What follows belongs to an exercise in optimizing a design on an open flow for a short achievable clock period and few clock cycles; a production flow would make more cautious choices. At most, simulation tests tie the RTL to the original design; equivalence was not proved. Power and IR drop assume default switching activity.

==> cedar <==
Design Mips, start of the top module:
module Mips(
	input clk,
	input rst,
	output[31:0] imem_addr,
	input[31:0] imem_data,
	output[17:0] SRAM_ADDR,
	output[15:0] SRAM_WDATA,
	input[15:0] SRAM_RDATA,
	output SRAM_WE_N
);
export LEC_CHECK = 0
export CAP_MARGIN = 20
export CORE_MARGIN = 2
export CORE_UTILIZATION = 40
export SLEW_MARGIN = 40
create_clock -name core_clock -period 15.0 [get_ports {clk}]
standard.sh (not shown) runs the stock make flow with config.mk's settings and CLKGATE_MAP_FILE= SYNTH_SCRIPT=/design/flow/synth_recipe.tcl, a recipe that flattens the netlist after the stock synthesis.
==> flow/flow/run.sh <==
#!/bin/bash
# Standard ORFS layout (the standard.sh), with timing repair aimed well
# below the 15 ns clock: repair_timing keeps working until the setup slack
# reaches SETUP_SLACK_MARGIN (10.8 ns below the 15 ns clock).
export SETUP_SLACK_MARGIN=10.8
bash standard.sh > standard.log 2>&1
==> juniper: changes against cedar <==
--- a/flow/design.v
+++ b/flow/design.v
@@ -46,12 +46,13 @@
 reg        bW2A_D, bW2B_D;  
 reg        eA_r, eB_r;     
 reg [31:0] rf [1:31];
 reg [31:1] rfv;           
 reg        vE;
 reg [31:0] A_E, B_E, T_E;
+reg        aW_E, bW_E, tW_E;
 reg [4:0]  rsE, rtE;
 reg        uA_E, uB_E, uT_E;
 reg [15:0] wE;
 reg        cvE, heldMiss, specE;
 reg [CTB-1:0] ctgE;
 reg [31:0] cdE;
@@ -175,15 +176,15 @@
 wire [17:0] ofsD = sxD[17:0] - 18'd1024;
 wire [17:0] eaD = rfA[17:0] + ofsD;
 wire [15:0] wD = eaD[17:2];
 wire [CIB-1:0] ciD = wD[CIB-1:0];
 wire hazD = (isLdD || isStD) &&
             ((vE && weE && rsD == destE) || (lbV && lbWe && rsD == lbDest));
-wire [31:0] Af = A_E;
-wire [31:0] Bf = B_E;
-wire [31:0] Tf = T_E;
+wire [31:0] Af = aW_E ? dataW : A_E;
+wire [31:0] Bf = bW_E ? dataW : B_E;
+wire [31:0] Tf = tW_E ? dataW : T_E;
 wire [31:0] sumE = Af + (subE ? ~Bf : Bf) + {31'd0, subE};
 wire big = |Bf[31:5];
 wire [4:0] sh = Bf[4:0];
 wire [31:0] sllE = big ? 32'd0 : (Af << sh);
 wire [31:0] srE = $signed({cSra_E & Af[31], Af}) >>> (big ? 6'd32 : {1'b0, sh});
 wire [31:0] aluE = ({32{cAdd_E}} & sumE) |
@@ -219,13 +220,12 @@
 wire advE = !stallE;
 wire e2w = vE && advE && weE && !ldMiss;
 wire capNow = (mst == S_CAPHI);
 wire lbToW = lbV && (lbRdy || capNow) && !e2w;
 wire wn_we = e2w || (lbToW && lbWe);
 wire [4:0] wn_dest = e2w ? destE : lbDest;
-wire [31:0] wn_data = e2w ? (ldE ? cdE : aluE) : lbRdy ? dataL : {SRAM_RDATA, lo_cap};
 wire cbyS = st_wr && ciE == ciD;
 wire fill_we = fillW || pfDataV;
 wire [15:0] fill_a = fillW ? waW : pfFA;
 wire [31:0] fill_d = fillW ? dataW : pfData;
 wire cbyF = fill_we && fill_a[CIB-1:0] == ciD;
 wire [CIB-1:0] pI = rfA[CIB+1:2] ^ sxD[CIB+1:2];
@@ -291,35 +291,32 @@
 wire eB = eB_r && isBneD;        
 wire useE = (eA || eB) && !bneSame;
 wire lbHazB = lbV && lbWe && (rsD == lbDest || (isBneD && rtD == lbDest));
 wire eAdd = cAdd_E;
 wire eLog = cAnd_E | cOr_E | cNor_E | cXor_E;
 wire eLd = ldE && chit;
-wire [31:0] xD = eA ? rfB : rfA;    
+wire [31:0] xD = isBezD ? 32'd0 : (eA ? rfB : rfA);   
 wire [31:0] bxE = subE ? ~Bf : Bf;
 wire [31:0] ppE = Af ^ bxE;
 wire [31:0] ggE = Af & bxE;
 wire [31:0] cyE = ggE | (ppE & ~xD);
 wire eqAdd = ((ppE ^ xD) == {cyE[30:0], subE});
 wire [31:0] logE = ({32{cAnd_E}} & (Af & Bf)) | ({32{cOr_E}} & (Af | Bf)) |
                    ({32{cNor_E}} & ~(Af | Bf)) | ({32{cXor_E}} & (Af ^ Bf));
 wire eqLog = (logE == xD);
 wire eqLd = (cdE == xD);
-wire eqE_x = eAdd ? eqAdd : eLog ? eqLog : eqLd;
-wire eqAdd0 = (ppE == {ggE[30:0], subE});
-wire eqE_0 = eAdd ? eqAdd0 : eLog ? (logE == 32'd0) : (cdE == 32'd0);
-wire eqE = isBezD ? eqE_0 : eqE_x;
+wire eqE = eAdd ? eqAdd : eLog ? eqLog : eqLd;
 wire eqR = isBezD ? (rfA == 32'd0) : (rfA == rfB);
 wire eqD = bneSame | (useE ? eqE : eqR);
-wire takenD = isBezD ? eqD : !eqD;
-wire resD = brD && goD && !lbHazB && (!useE || eAdd || eLog || eLd);
-wire rdD_fire = vD && isJmpD && !ptD;
+wire takenD = isJmpD | (isBezD ? eqD : !eqD);
+wire resD = goD && ((brD && !lbHazB && (!useE || eAdd || eLog || eLd)) ||
+                    isJmpD);    
 wire mispD = resD && (takenD != ptD);
 assign spec_go = vD && isLdD && !hazD && advE && !p_hi && !p_new;
 wire [31:0] pcf_n = mispD ? (ptD ? seqD : tgtD) :
-                    mispE ? redirE : rdD_fire ? tgtD : rdF_fire ? tgtF : fetch_ok ? npc : pcf;
+                    mispE ? redirE : rdF_fire ? tgtF : fetch_ok ? npc : pcf;
 integer i;
 always @(posedge clk)
 	ia_q <= pcf_n;
 wire [4:0] rsNew = vS ? rsS : rsN;
 wire [4:0] rtNew = vS ? rtS : rtN;
 always @(posedge clk) begin
@@ -337,33 +334,32 @@
 		v2 <= 1'b0;
 		vS <= 1'b0;
 		vD <= 1'b0;
 		ptD <= 1'b0;
 	end else begin
 		pcf <= pcf_n;
-		v2 <= !mispE && !mispD && !rdD_fire && !rdF_fire && fetch_ok;
-		if (mispE || mispD || rdD_fire)
+		v2 <= !mispE && !mispD && !rdF_fire && fetch_ok;
+		if (mispE || mispD)
 			vS <= 1'b0;
 		else if (accD)
 			vS <= vS & v2;
 		else if (v2)
 			vS <= 1'b1;
 		if (mispE)
 			vD <= 1'b0;
 		else if (accD) begin
-			if (mispD || rdD_fire)
+			if (mispD)
 				vD <= 1'b0;
 			else if (vS) begin
 				vD <= 1'b1;
 				ptD <= ptS;
 			end else begin
 				vD <= v2;
 				ptD <= ptF;
 			end
-		end else if (rdD_fire)
-			ptD <= 1'b1;
+		end
 	end
 end
 always @(posedge clk) begin
 	if (fetch_ok) begin
 		pc2 <= pcf;
 		seq2 <= pcf4;
@@ -476,15 +472,18 @@
 		vE <= 1'b0;
 	else if (advE)
 		vE <= goD;
 end
 always @(posedge clk) begin
 	if (advE) begin
-		A_E <= (wn_we && wn_dest == rsD) ? wn_data : rfA;
-		B_E <= !useB_D ? sxD : (wn_we && wn_dest == rtD) ? wn_data : rfB;
-		T_E <= (wn_we && wn_dest == rtD) ? wn_data : rfB;
+		A_E <= rfA;
+		B_E <= useB_D ? rfB : sxD;
+		T_E <= rfB;
+		aW_E <= wn_we && wn_dest == rsD;
+		bW_E <= useB_D && wn_we && wn_dest == rtD;
+		tW_E <= wn_we && wn_dest == rtD;
 		rsE <= rsD;
 		rtE <= rtD;
 		uA_E <= useA_D;
 		uB_E <= useB_D;
 		uT_E <= isStD;
 		wE <= wD;
@@ -511,15 +510,18 @@
 		tgtE <= tgtD;
 		seqE <= seqD;
 		pcE <= pcD;
 		bhE <= bhD;
 		bcE <= bcD;
 	end else begin
-		if (wn_we && wn_dest == rsE) A_E <= wn_data;
-		if (uB_E && wn_we && wn_dest == rtE) B_E <= wn_data;
-		if (wn_we && wn_dest == rtE) T_E <= wn_data;
+		A_E <= Af;
+		B_E <= Bf;
+		T_E <= Tf;
+		aW_E <= wn_we && wn_dest == rsE;
+		bW_E <= uB_E && wn_we && wn_dest == rtE;
+		tW_E <= wn_we && wn_dest == rtE;
 		specE <= 1'b0;
 		heldMiss <= ldMiss;
 		if (mispE) guessE <= takenE;
 	end
 	cvE <= crvD;
 	ctgE <= crtD;
@@ -562,13 +564,13 @@
 	end else begin
 		weW <= wn_we;
 		fillW <= lbToW && lbFill && !(st_wr && ciE == lbW[CIB-1:0]);
 	end
 end
 always @(posedge clk) begin
-	dataW <= wn_data;
+	dataW <= e2w ? (ldE ? cdE : aluE) : lbRdy ? dataL : {SRAM_RDATA, lo_cap};
 	destW <= wn_dest;
 	dataW2 <= dataW;
 	waW <= lbW;
 end
 always @(posedge clk or posedge rst) begin
 	if (rst) begin
==> flow/flow/run.sh (replaced) <==
#!/bin/bash
# Standard ORFS layout (the standard.sh) with two changes to timing repair:
#  - repair_timing keeps working until the setup slack reaches
#    SETUP_SLACK_MARGIN (10.6 ns below the 15 ns clock);
#  - resizing may pick any drive strength of a cell, not only one of the
#    same width (MATCH_CELL_FOOTPRINT=0; the platform default is 1).
export SETUP_SLACK_MARGIN=10.6
bash standard.sh MATCH_CELL_FOOTPRINT=0 finish > standard.log 2>&1
==> qor summary <==
Pwr dens: cedar 141 mW/mm^2; juniper 201 mW/mm^2
Final non-clock buffer share: cedar 0.0636; juniper 0.0566
Run status: cedar finished clean; juniper finished clean
Number of buffers created by CTS: cedar 443; juniper 444
Remaining max-slew budget at the tightest pin: cedar 0.364; juniper 0.303
Number of flip-flops and latches: cedar 4,255; juniper 4,258
Multi-input gate share of the layout cell area: cedar 0.324; juniper 0.320
Critical Setup Path Class: cedar reg2out; juniper reg2reg
DR vias/cell: cedar 6.39; juniper 6.31
Post-synthesis adder-cell area fraction: cedar 0.0204; juniper 0.0177
Fraction of synthesized cell area taken by the top area cell type: cedar 0.557; juniper 0.547
Crit path from: cedar swe_n; juniper bWA_D
Utilization after layout: cedar 0.485; juniper 0.477
Actual transition at the worst max-transition pin: cedar 0.948 ns; juniper 1.03 ns
Sequential portion of the cell area: cedar 0.511; juniper 0.520
Startpoint of the worst register-to-register path: cedar subE; juniper bWA_D
Overall power after layout: cedar 33.9 mW; juniper 47.4 mW
CTS sink count: cedar 4,255; juniper 4,258
No run of this note included a check of the RTL's function; only the layout flow was run.

---

==> run a: inputs <==
Another version of the RTL of Mips (not shown whole).
## Mips
module Mips(
	input clk,
	input rst,
	output[31:0] imem_addr,
	input[31:0] imem_data,
	output[17:0] SRAM_ADDR,
	output[15:0] SRAM_WDATA,
	input[15:0] SRAM_RDATA,
	output SRAM_WE_N
);
export LEC_CHECK = 0
export CAP_MARGIN = 20
export CORE_MARGIN = 2
export CORE_UTILIZATION = 40
export SLEW_MARGIN = 40
create_clock -name core_clock -period 15.0 [get_ports {clk}]
==> flow/flow/run.sh <==
#!/bin/bash
# Standard ORFS layout (the standard.sh), with timing repair aimed well
# below the 15 ns clock: repair_timing keeps working until the setup slack
# reaches SETUP_SLACK_MARGIN (10.8 ns below the 15 ns clock).
export SETUP_SLACK_MARGIN=10.8
bash standard.sh > standard.log 2>&1
==> inputs of run b, as changes to run a <==
--- a/flow/design.v
+++ b/flow/design.v
@@ -17,41 +17,37 @@
 reg [31:0] pcf;
 reg [31:0] ia_q;          
 reg [15:0] btb_v;
 reg [25:0] btb_tag [0:15];
 reg [29:0] btb_tgt [0:15];
 reg [2:0]  btb_ctr [0:15];
-reg [7:0]  btb_dif [0:15];
-reg [15:0] btb_xn;
 reg        v2;
 reg [31:0] pc2, seq2;
 reg        bh2, pt2;
 reg [2:0]  bc2;
 reg        vS;
 reg [31:0] irS, pcS, seqS;
 reg [9:0]  pdS;
 reg [31:0] opA_S, opB_S;
-reg        srcF_S;         
 reg        bWA_S, bWB_S, bW2A_S, bW2B_S;
 reg        bhS, ptS;
 reg [2:0]  bcS;
 reg        vD;
 reg [31:0] irD, pcD, seqD;
 reg [9:0]  pdD;
 reg        bhD, ptD;
 reg [2:0]  bcD;
 reg [31:0] opA_D, opB_D;
-reg        srcF_D;         
-reg [31:0] opA_F, opB_F;   
 reg        bWA_D, bWB_D;   
 reg        bW2A_D, bW2B_D;  
 reg        eA_r, eB_r;     
 reg [31:0] rf [1:31];
 reg [31:1] rfv;           
 reg        vE;
 reg [31:0] A_E, B_E, T_E;
+reg        aW_E, bW_E, tW_E;
 reg [4:0]  rsE, rtE;
 reg        uA_E, uB_E, uT_E;
 reg [15:0] wE;
 reg        cvE, heldMiss, specE;
 reg [CTB-1:0] ctgE;
 reg [31:0] cdE;
@@ -77,14 +73,12 @@
 reg [31:0] pfData;
 reg        bu_v, bu_w;
 reg [3:0]  bu_i;
 reg [25:0] bu_tag;
 reg [29:0] bu_tgt;
 reg [2:0]  bu_ctr;
-reg [7:0]  bu_dif;
-reg        bu_tk, bu_hit, bu_bne;
 reg        weW, fillW;
 reg [31:0] dataW, dataW2;
 reg [4:0]  destW;
 reg [15:0] waW;
 reg [NCS-1:0]     cval;
 reg [NCS*CTB-1:0] ctagF;
@@ -101,13 +95,13 @@
 assign SRAM_ADDR = sa;
 assign SRAM_WDATA = sw;
 assign SRAM_WE_N = swe_n;
 wire [3:0]  fi = pcf[5:2];
 wire        bhit = btb_v[fi] && (btb_tag[fi] == pcf[31:6]);
 wire [2:0]  bctr = btb_ctr[fi];
-wire        bpt = bhit && bctr[2] && !btb_xn[fi];
+wire        bpt = bhit && bctr[2];
 wire [31:0] pcf4 = pcf + 32'd4;
 wire [31:0] npc = bpt ? {btb_tgt[fi], 2'b00} : pcf4;
 function [9:0] predec(input [31:0] w);
 	reg [5:0] op;
 	begin
 		op = w[31:26];
@@ -126,32 +120,25 @@
 endfunction
 wire [9:0] pdN = predec(imem_data);
 wire [4:0] rsN = imem_data[25:21];
 wire [4:0] rtN = imem_data[20:16];
 wire [4:0] rsS = irS[25:21];
 wire [4:0] rtS = irS[20:16];
-wire [31:0] rfA_S = bWA_S ? dataW : bW2A_S ? dataW2 : srcF_S ? opA_F : opA_S;
-wire [31:0] rfB_S = bWB_S ? dataW : bW2B_S ? dataW2 : srcF_S ? opB_F : opB_S;
+wire [31:0] rfA_S = bWA_S ? dataW : bW2A_S ? dataW2 : opA_S;
+wire [31:0] rfB_S = bWB_S ? dataW : bW2B_S ? dataW2 : opB_S;
 wire [31:0] rdA_N = (rsN != 5'd0 && rfv[rsN]) ? rf[rsN] : 32'd0;
 wire [31:0] rdB_N = (rtN != 5'd0 && rfv[rtN]) ? rf[rtN] : 32'd0;
 wire bW2A_N = weW && destW == rsN && rsN != 5'd0;
 wire bW2B_N = weW && destW == rtN && rtN != 5'd0;
 wire [5:0] opF = imem_data[31:26];
 wire isBezF = (opF == 6'd40);
 wire isBneF = (opF == 6'd41);
 wire stTakenF = imem_data[15] || (isBezF && rsN == 5'd0) || (isBneF && rsN != rtN);
-wire shortF = (imem_data[15:7] == 9'h000) || (imem_data[15:7] == 9'h1FF);
-wire rdF_fire = v2 && !pt2 && shortF && ((opF == 6'd42) ||
+wire rdF_fire = v2 && !pt2 && ((opF == 6'd42) ||
                 ((isBezF || isBneF) && stTakenF && !bh2 && imem_data[15:0] != 16'd0));
-wire [8:0]  tgtF_lo = {1'b0, seq2[9:2]} + {1'b0, imem_data[7:0]};
-wire [21:0] upF = seq2[31:10];
-wire [21:0] upF_p1 = upF + 22'd1;
-wire [21:0] upF_m1 = upF - 22'd1;
-wire [21:0] tgtF_hi = (tgtF_lo[8] && !imem_data[15]) ? upF_p1 :
-                      (!tgtF_lo[8] && imem_data[15]) ? upF_m1 : upF;
-wire [31:0] tgtF = {tgtF_hi, tgtF_lo[7:0], 2'b00};
+wire [31:0] tgtF = seq2 + {{14{imem_data[15]}}, imem_data[15:0], 2'b00};
 wire ptF = pt2 || rdF_fire;
 wire [5:0] opD = irD[31:26];
 wire [4:0] rsD = irD[25:21];
 wire [4:0] rtD = irD[20:16];
 wire [4:0] rdD = irD[15:11];
 wire [31:0] sxD = {{16{irD[15]}}, irD[15:0]};
@@ -167,23 +154,23 @@
 wire sameD   = pdD[9];      
 wire useA_D = isRD | isAddiD | isSubiD | isBezD | isBneD;    
 wire useB_D = isRD | isBneD;                                 
 wire [4:0] destD = isRD ? rdD : rtD;
 wire weD = (isRD | isAddiD | isSubiD | isLdD) && (destD != 5'd0);
 wire [31:0] tgtD = seqD + {sxD[29:0], 2'b00};
-wire [31:0] rfA = bWA_D ? dataW : bW2A_D ? dataW2 : srcF_D ? opA_F : opA_D;
-wire [31:0] rfB = bWB_D ? dataW : bW2B_D ? dataW2 : srcF_D ? opB_F : opB_D;
+wire [31:0] rfA = bWA_D ? dataW : bW2A_D ? dataW2 : opA_D;
+wire [31:0] rfB = bWB_D ? dataW : bW2B_D ? dataW2 : opB_D;
 wire [17:0] ofsD = sxD[17:0] - 18'd1024;
 wire [17:0] eaD = rfA[17:0] + ofsD;
 wire [15:0] wD = eaD[17:2];
 wire [CIB-1:0] ciD = wD[CIB-1:0];
 wire hazD = (isLdD || isStD) &&
             ((vE && weE && rsD == destE) || (lbV && lbWe && rsD == lbDest));
-wire [31:0] Af = A_E;
-wire [31:0] Bf = B_E;
-wire [31:0] Tf = T_E;
+wire [31:0] Af = aW_E ? dataW : A_E;
+wire [31:0] Bf = bW_E ? dataW : B_E;
+wire [31:0] Tf = tW_E ? dataW : T_E;
 wire [31:0] sumE = Af + (subE ? ~Bf : Bf) + {31'd0, subE};
 wire big = |Bf[31:5];
 wire [4:0] sh = Bf[4:0];
 wire [31:0] sllE = big ? 32'd0 : (Af << sh);
 wire [31:0] srE = $signed({cSra_E & Af[31], Af}) >>> (big ? 6'd32 : {1'b0, sh});
 wire [31:0] aluE = ({32{cAdd_E}} & sumE) |
@@ -219,13 +206,12 @@
 wire advE = !stallE;
 wire e2w = vE && advE && weE && !ldMiss;
 wire capNow = (mst == S_CAPHI);
 wire lbToW = lbV && (lbRdy || capNow) && !e2w;
 wire wn_we = e2w || (lbToW && lbWe);
 wire [4:0] wn_dest = e2w ? destE : lbDest;
-wire [31:0] wn_data = e2w ? (ldE ? cdE : aluE) : lbRdy ? dataL : {SRAM_RDATA, lo_cap};
 wire cbyS = st_wr && ciE == ciD;
 wire fill_we = fillW || pfDataV;
 wire [15:0] fill_a = fillW ? waW : pfFA;
 wire [31:0] fill_d = fillW ? dataW : pfData;
 wire cbyF = fill_we && fill_a[CIB-1:0] == ciD;
 wire [CIB-1:0] pI = rfA[CIB+1:2] ^ sxD[CIB+1:2];
@@ -291,42 +277,31 @@
 wire eB = eB_r && isBneD;        
 wire useE = (eA || eB) && !bneSame;
 wire lbHazB = lbV && lbWe && (rsD == lbDest || (isBneD && rtD == lbDest));
 wire eAdd = cAdd_E;
 wire eLog = cAnd_E | cOr_E | cNor_E | cXor_E;
 wire eLd = ldE && chit;
-wire [31:0] xD = eA ? rfB : rfA;    
+wire [31:0] xD = isBezD ? 32'd0 : (eA ? rfB : rfA);   
 wire [31:0] bxE = subE ? ~Bf : Bf;
 wire [31:0] ppE = Af ^ bxE;
 wire [31:0] ggE = Af & bxE;
 wire [31:0] cyE = ggE | (ppE & ~xD);
 wire eqAdd = ((ppE ^ xD) == {cyE[30:0], subE});
 wire [31:0] logE = ({32{cAnd_E}} & (Af & Bf)) | ({32{cOr_E}} & (Af | Bf)) |
                    ({32{cNor_E}} & ~(Af | Bf)) | ({32{cXor_E}} & (Af ^ Bf));
 wire eqLog = (logE == xD);
 wire eqLd = (cdE == xD);
-wire eqE_x = eAdd ? eqAdd : eLog ? eqLog : eqLd;
-wire eqAdd0 = (ppE == {ggE[30:0], subE});
-wire eqE_0 = eAdd ? eqAdd0 : eLog ? (logE == 32'd0) : (cdE == 32'd0);
-wire eqE = isBezD ? eqE_0 : eqE_x;
+wire eqE = eAdd ? eqAdd : eLog ? eqLog : eqLd;
 wire eqR = isBezD ? (rfA == 32'd0) : (rfA == rfB);
 wire eqD = bneSame | (useE ? eqE : eqR);
 wire takenD = isBezD ? eqD : !eqD;
 wire resD = brD && goD && !lbHazB && (!useE || eAdd || eLog || eLd);
-wire rdD_fire = vD && isJmpD && !ptD;
 wire mispD = resD && (takenD != ptD);
 assign spec_go = vD && isLdD && !hazD && advE && !p_hi && !p_new;
-wire s_mD = mispD;
-wire s_mE = mispE;
-wire s_rD = rdD_fire && !mispE;
-wire s_rF = rdF_fire && !mispE && !mispD && !rdD_fire;
-wire s_nx = fetch_ok && !mispE && !mispD && !rdD_fire && !rdF_fire;
-wire s_hd = !(s_mD || s_mE || s_rD || s_rF || s_nx);
-wire [31:0] pcf_n = ({32{s_mD}} & (ptD ? seqD : tgtD)) | ({32{s_mE}} & redirE) |
-                    ({32{s_rD}} & tgtD) | ({32{s_rF}} & tgtF) |
-                    ({32{s_nx}} & npc) | ({32{s_hd}} & pcf);
+wire [31:0] pcf_n = mispD ? (ptD ? seqD : tgtD) :
+                    mispE ? redirE : rdF_fire ? tgtF : fetch_ok ? npc : pcf;
 integer i;
 always @(posedge clk)
 	ia_q <= pcf_n;
 wire [4:0] rsNew = vS ? rsS : rsN;
 wire [4:0] rtNew = vS ? rtS : rtN;
 always @(posedge clk) begin
@@ -344,79 +319,75 @@
 		v2 <= 1'b0;
 		vS <= 1'b0;
 		vD <= 1'b0;
 		ptD <= 1'b0;
 	end else begin
 		pcf <= pcf_n;
-		v2 <= !mispE && !mispD && !rdD_fire && !rdF_fire && fetch_ok;
-		if (mispE || mispD || rdD_fire)
+		v2 <= !mispE && !mispD && !rdF_fire && fetch_ok;
+		if (mispE || mispD)
 			vS <= 1'b0;
 		else if (accD)
 			vS <= vS & v2;
 		else if (v2)
 			vS <= 1'b1;
 		if (mispE)
 			vD <= 1'b0;
 		else if (accD) begin
-			if (mispD || rdD_fire)
+			if (mispD)
 				vD <= 1'b0;
 			else if (vS) begin
 				vD <= 1'b1;
 				ptD <= ptS;
 			end else begin
 				vD <= v2;
 				ptD <= ptF;
 			end
-		end else if (rdD_fire)
-			ptD <= 1'b1;
+		end
 	end
 end
 always @(posedge clk) begin
 	if (fetch_ok) begin
 		pc2 <= pcf;
 		seq2 <= pcf4;
 		bh2 <= bhit;
 		bc2 <= bctr;
 		pt2 <= bpt;
 	end
-	opA_F <= rdA_N;
-	opB_F <= rdB_N;
-	opA_S <= rfA_S;
-	opB_S <= rfB_S;
 	if ((accD && vS) || (!accD && v2)) begin
 		irS <= imem_data; pdS <= pdN; pcS <= pc2; seqS <= seq2; bhS <= bh2; bcS <= bc2; ptS <= ptF;
-		srcF_S <= 1'b1;
+		opA_S <= rdA_N;
+		opB_S <= rdB_N;
 		bWA_S <= wn_we && wn_dest == rsN;
 		bWB_S <= wn_we && wn_dest == rtN;
 		bW2A_S <= bW2A_N;
 		bW2B_S <= bW2B_N;
 	end else begin
-		srcF_S <= 1'b0;
+		opA_S <= rfA_S;
+		opB_S <= rfB_S;
 		bWA_S <= wn_we && wn_dest == rsS;
 		bWB_S <= wn_we && wn_dest == rtS;
 		bW2A_S <= 1'b0;
 		bW2B_S <= 1'b0;
 	end
 	if (accD && vS) begin
 		opA_D <= rfA_S;
 		opB_D <= rfB_S;
-		srcF_D <= 1'b0;
 		bWA_D <= wn_we && wn_dest == rsS;
 		bWB_D <= wn_we && wn_dest == rtS;
 		bW2A_D <= 1'b0;
 		bW2B_D <= 1'b0;
 	end else if (accD) begin
-		srcF_D <= 1'b1;
+		opA_D <= rdA_N;
+		opB_D <= rdB_N;
 		bWA_D <= wn_we && wn_dest == rsN;
 		bWB_D <= wn_we && wn_dest == rtN;
 		bW2A_D <= bW2A_N;
 		bW2B_D <= bW2B_N;
 	end else begin
 		opA_D <= rfA;
 		opB_D <= rfB;
-		srcF_D <= 1'b0;
 		bWA_D <= wn_we && wn_dest == rsD;
 		bWB_D <= wn_we && wn_dest == rtD;
 		bW2A_D <= 1'b0;
 		bW2B_D <= 1'b0;
 	end
 	if (accD) begin
@@ -430,26 +401,17 @@
 always @(posedge clk or posedge rst) begin
 	if (rst)
 		btb_v <= 16'd0;
 	else if (bu_v && bu_w)
 		btb_v[bu_i] <= 1'b1;
 end
-wire [7:0] bu_dif0 = btb_dif[bu_i];
-wire [7:0] bu_next = {bu_dif[6:0], 1'b0} - bu_dif0;    
-always @(posedge clk or posedge rst) begin
-	if (rst)
-		btb_xn <= 16'd0;
-	else if (bu_v && bu_w)
-		btb_xn[bu_i] <= bu_tk && bu_hit && bu_bne && bu_next == 8'd0 && bu_dif != bu_dif0;
-end
 always @(posedge clk) begin
 	if (bu_v && bu_w) begin
 		btb_tag[bu_i] <= bu_tag;
 		btb_tgt[bu_i] <= bu_tgt;
 		btb_ctr[bu_i] <= bu_ctr;
-		btb_dif[bu_i] <= bu_dif;
 	end
 end
 always @(posedge clk or posedge rst) begin
 	if (rst)
 		bu_v <= 1'b0;
 	else
@@ -457,16 +419,12 @@
 end
 always @(posedge clk) begin
 	bu_i <= pcE[5:2];
 	bu_tag <= pcE[31:6];
 	bu_tgt <= tgtE[31:2];
 	bu_w <= bhE || takenE;
-	bu_dif <= Af[7:0] - Bf[7:0];
-	bu_tk <= takenE;
-	bu_hit <= bhE;
-	bu_bne <= bneE;
 	bu_ctr <= !bhE ? 3'd6 :
 	          takenE ? ((bcE == 3'd7) ? 3'd7 : bcE + 3'd1) :
 	                   ((bcE == 3'd0) ? 3'd0 : bcE - 3'd1);
 end
 always @(posedge clk or posedge rst) begin
 	if (rst)
@@ -483,15 +441,18 @@
 		vE <= 1'b0;
 	else if (advE)
 		vE <= goD;
 end
 always @(posedge clk) begin
 	if (advE) begin
-		A_E <= (wn_we && wn_dest == rsD) ? wn_data : rfA;
-		B_E <= !useB_D ? sxD : (wn_we && wn_dest == rtD) ? wn_data : rfB;
-		T_E <= (wn_we && wn_dest == rtD) ? wn_data : rfB;
+		A_E <= rfA;
+		B_E <= useB_D ? rfB : sxD;
+		T_E <= rfB;
+		aW_E <= wn_we && wn_dest == rsD;
+		bW_E <= useB_D && wn_we && wn_dest == rtD;
+		tW_E <= wn_we && wn_dest == rtD;
 		rsE <= rsD;
 		rtE <= rtD;
 		uA_E <= useA_D;
 		uB_E <= useB_D;
 		uT_E <= isStD;
 		wE <= wD;
@@ -518,15 +479,18 @@
 		tgtE <= tgtD;
 		seqE <= seqD;
 		pcE <= pcD;
 		bhE <= bhD;
 		bcE <= bcD;
 	end else begin
-		if (wn_we && wn_dest == rsE) A_E <= wn_data;
-		if (uB_E && wn_we && wn_dest == rtE) B_E <= wn_data;
-		if (wn_we && wn_dest == rtE) T_E <= wn_data;
+		A_E <= Af;
+		B_E <= Bf;
+		T_E <= Tf;
+		aW_E <= wn_we && wn_dest == rsE;
+		bW_E <= uB_E && wn_we && wn_dest == rtE;
+		tW_E <= wn_we && wn_dest == rtE;
 		specE <= 1'b0;
 		heldMiss <= ldMiss;
 		if (mispE) guessE <= takenE;
 	end
 	cvE <= crvD;
 	ctgE <= crtD;
@@ -569,13 +533,13 @@
 	end else begin
 		weW <= wn_we;
 		fillW <= lbToW && lbFill && !(st_wr && ciE == lbW[CIB-1:0]);
 	end
 end
 always @(posedge clk) begin
-	dataW <= wn_data;
+	dataW <= e2w ? (ldE ? cdE : aluE) : lbRdy ? dataL : {SRAM_RDATA, lo_cap};
 	destW <= wn_dest;
 	dataW2 <= dataW;
 	waW <= lbW;
 end
 always @(posedge clk or posedge rst) begin
 	if (rst) begin
@@ -633,28 +597,29 @@
 always @(posedge clk or posedge rst) begin
 	if (rst) begin
 		sb_h <= {SBB{1'b0}};
 		sb_t <= {SBB{1'b0}};
 		sb_n <= {(SBB+1){1'b0}};
 		sb_ph <= 1'b0;
+		swe_n <= 1'b1;
+		sa <= 18'd0;
 	end else begin
 		if (sb_enq) sb_t <= sb_t + 1'b1;
 		if (sb_deq) sb_h <= sb_h + 1'b1;
 		sb_n <= sb_n + {{SBB{1'b0}}, sb_enq} - {{SBB{1'b0}}, sb_deq};
 		if (sb_go) sb_ph <= ~sb_ph;
+		swe_n <= !sb_go;
+		if (p_hi) sa <= {1'b0, lbW, 1'b1};
+		else if (p_new) sa <= {1'b0, wE, specE};
+		else if (spec_go) sa <= {1'b0, wD, 1'b0};
+		else if (sb_go) sa <= {1'b0, sb_a[sb_h], sb_ph};
+		else if (pf_lo_go) sa <= {1'b0, pfW, 1'b0};
+		else if (pf_hi_go) sa <= {1'b0, pfFA, 1'b1};
 	end
 end
 always @(posedge clk) begin
-	swe_n <= rst || !sb_go;
-	sa <= p_hi ? {1'b0, lbW, 1'b1} :
-	      p_new ? {1'b0, wE, specE} :
-	      spec_go ? {1'b0, wD, 1'b0} :
-	      sb_go ? {1'b0, sb_a[sb_h], sb_ph} :
-	      pf_lo_go ? {1'b0, pfW, 1'b0} : {1'b0, pfFA, 1'b1};
-end
-always @(posedge clk) begin
 	if (sb_enq) begin
 		sb_a[sb_t] <= wE;
 		sb_d[sb_t] <= Tf;
 	end
 	sw <= sb_ph ? sb_d[sb_h][31:16] : sb_d[sb_h][15:0];    
 end
==> flow/flow/run.sh (replaced) <==
#!/bin/bash
# Standard ORFS layout (the standard.sh), with timing repair aimed well
# below the 15 ns clock: repair_timing keeps working until the setup slack
# reaches SETUP_SLACK_MARGIN (10.6 ns below the 15 ns clock).
export SETUP_SLACK_MARGIN=10.6
bash standard.sh > standard.log 2>&1
==> impl_metrics.json <==
{
  "finalWorstSetupSlack_ns": 9.70,
  "met1_usage_pct": 40.1,
  "power.leakage_nw": 85.2,
  "power_frac_clock_pct": 32.1,
  "seq_share_pct": 50.7,
  "taps": 6500,
  "start_kind": "input pin",
  "cts_sinks": 4255,
  "crit_buf_inv": 1,
  "skew_ns": 0.102,
  "status": "complete, no violations",
  "placed_area_um2": 209000
}
# the run above: run a

==> impl_metrics.json <==
{
  "skew_ns": 0.0967,
  "met1_usage_pct": 37.6,
  "finalWorstSetupSlack_ns": 10.12,
  "hold_end": "bu_i[0]",
  "crit_buf_inv": 7,
  "power.leakage_nw": 79.2,
  "taps": 6198,
  "power_frac_clock_pct": 33.2,
  "status": "complete, no violations",
  "cts_sinks": 4037,
  "placed_area_um2": 198000
}
# the run above: run b

Testbench counts of run b, summed over its fixed seeds: cycles 63,511.
For run a, only the layout was checked, not whether the RTL still works.

-- what the ideal ports hide --
In the flow no input, the clock included, has a driving cell. The finished layouts below were timed again as built, in two steps.
Step 1: set_driving_cell puts a clkbuf_16 on clk and a buf_2 on each other input, an assumption about the parent block.
Step 2 adds t to the input delays and takes it off the output delays; t is the mean of the earliest and latest rising clock arrival at the registers after step 1. Input paths then give back, and output paths get back, about the clock's delay inside the block.
Three values: ideal ports, drivers, drivers and shift; two values: the first two.
run | shift t [ns] | setup slack, ns | worst hold slack (ns) | worst data-port slew with drivers (ns) | pins driven straight from the clock port
cedar | 1.159 | 10.089 / 9.965 / 9.098 | 0.310 / 0.310 / 0.310 | 0.30 | 1
juniper | 1.139 | 9.957 / 9.957 / 8.973 | 0.341 / 0.341 / 0.341 | 0.54 | 1
run a | 1.153 | 9.696 / 9.743 / 8.590 | 0.330 / 0.330 / 0.330 | 0.39 | 1
run b | 1.111 | 10.116 / 10.115 / 9.073 | 0.342 / 0.342 / 0.342 | 0.35 | 1
After both steps every run listed still meets setup and hold. The setup slack of run a, which loses most, moves by +0.047 ns with the drivers and by -1.106 ns with both steps.
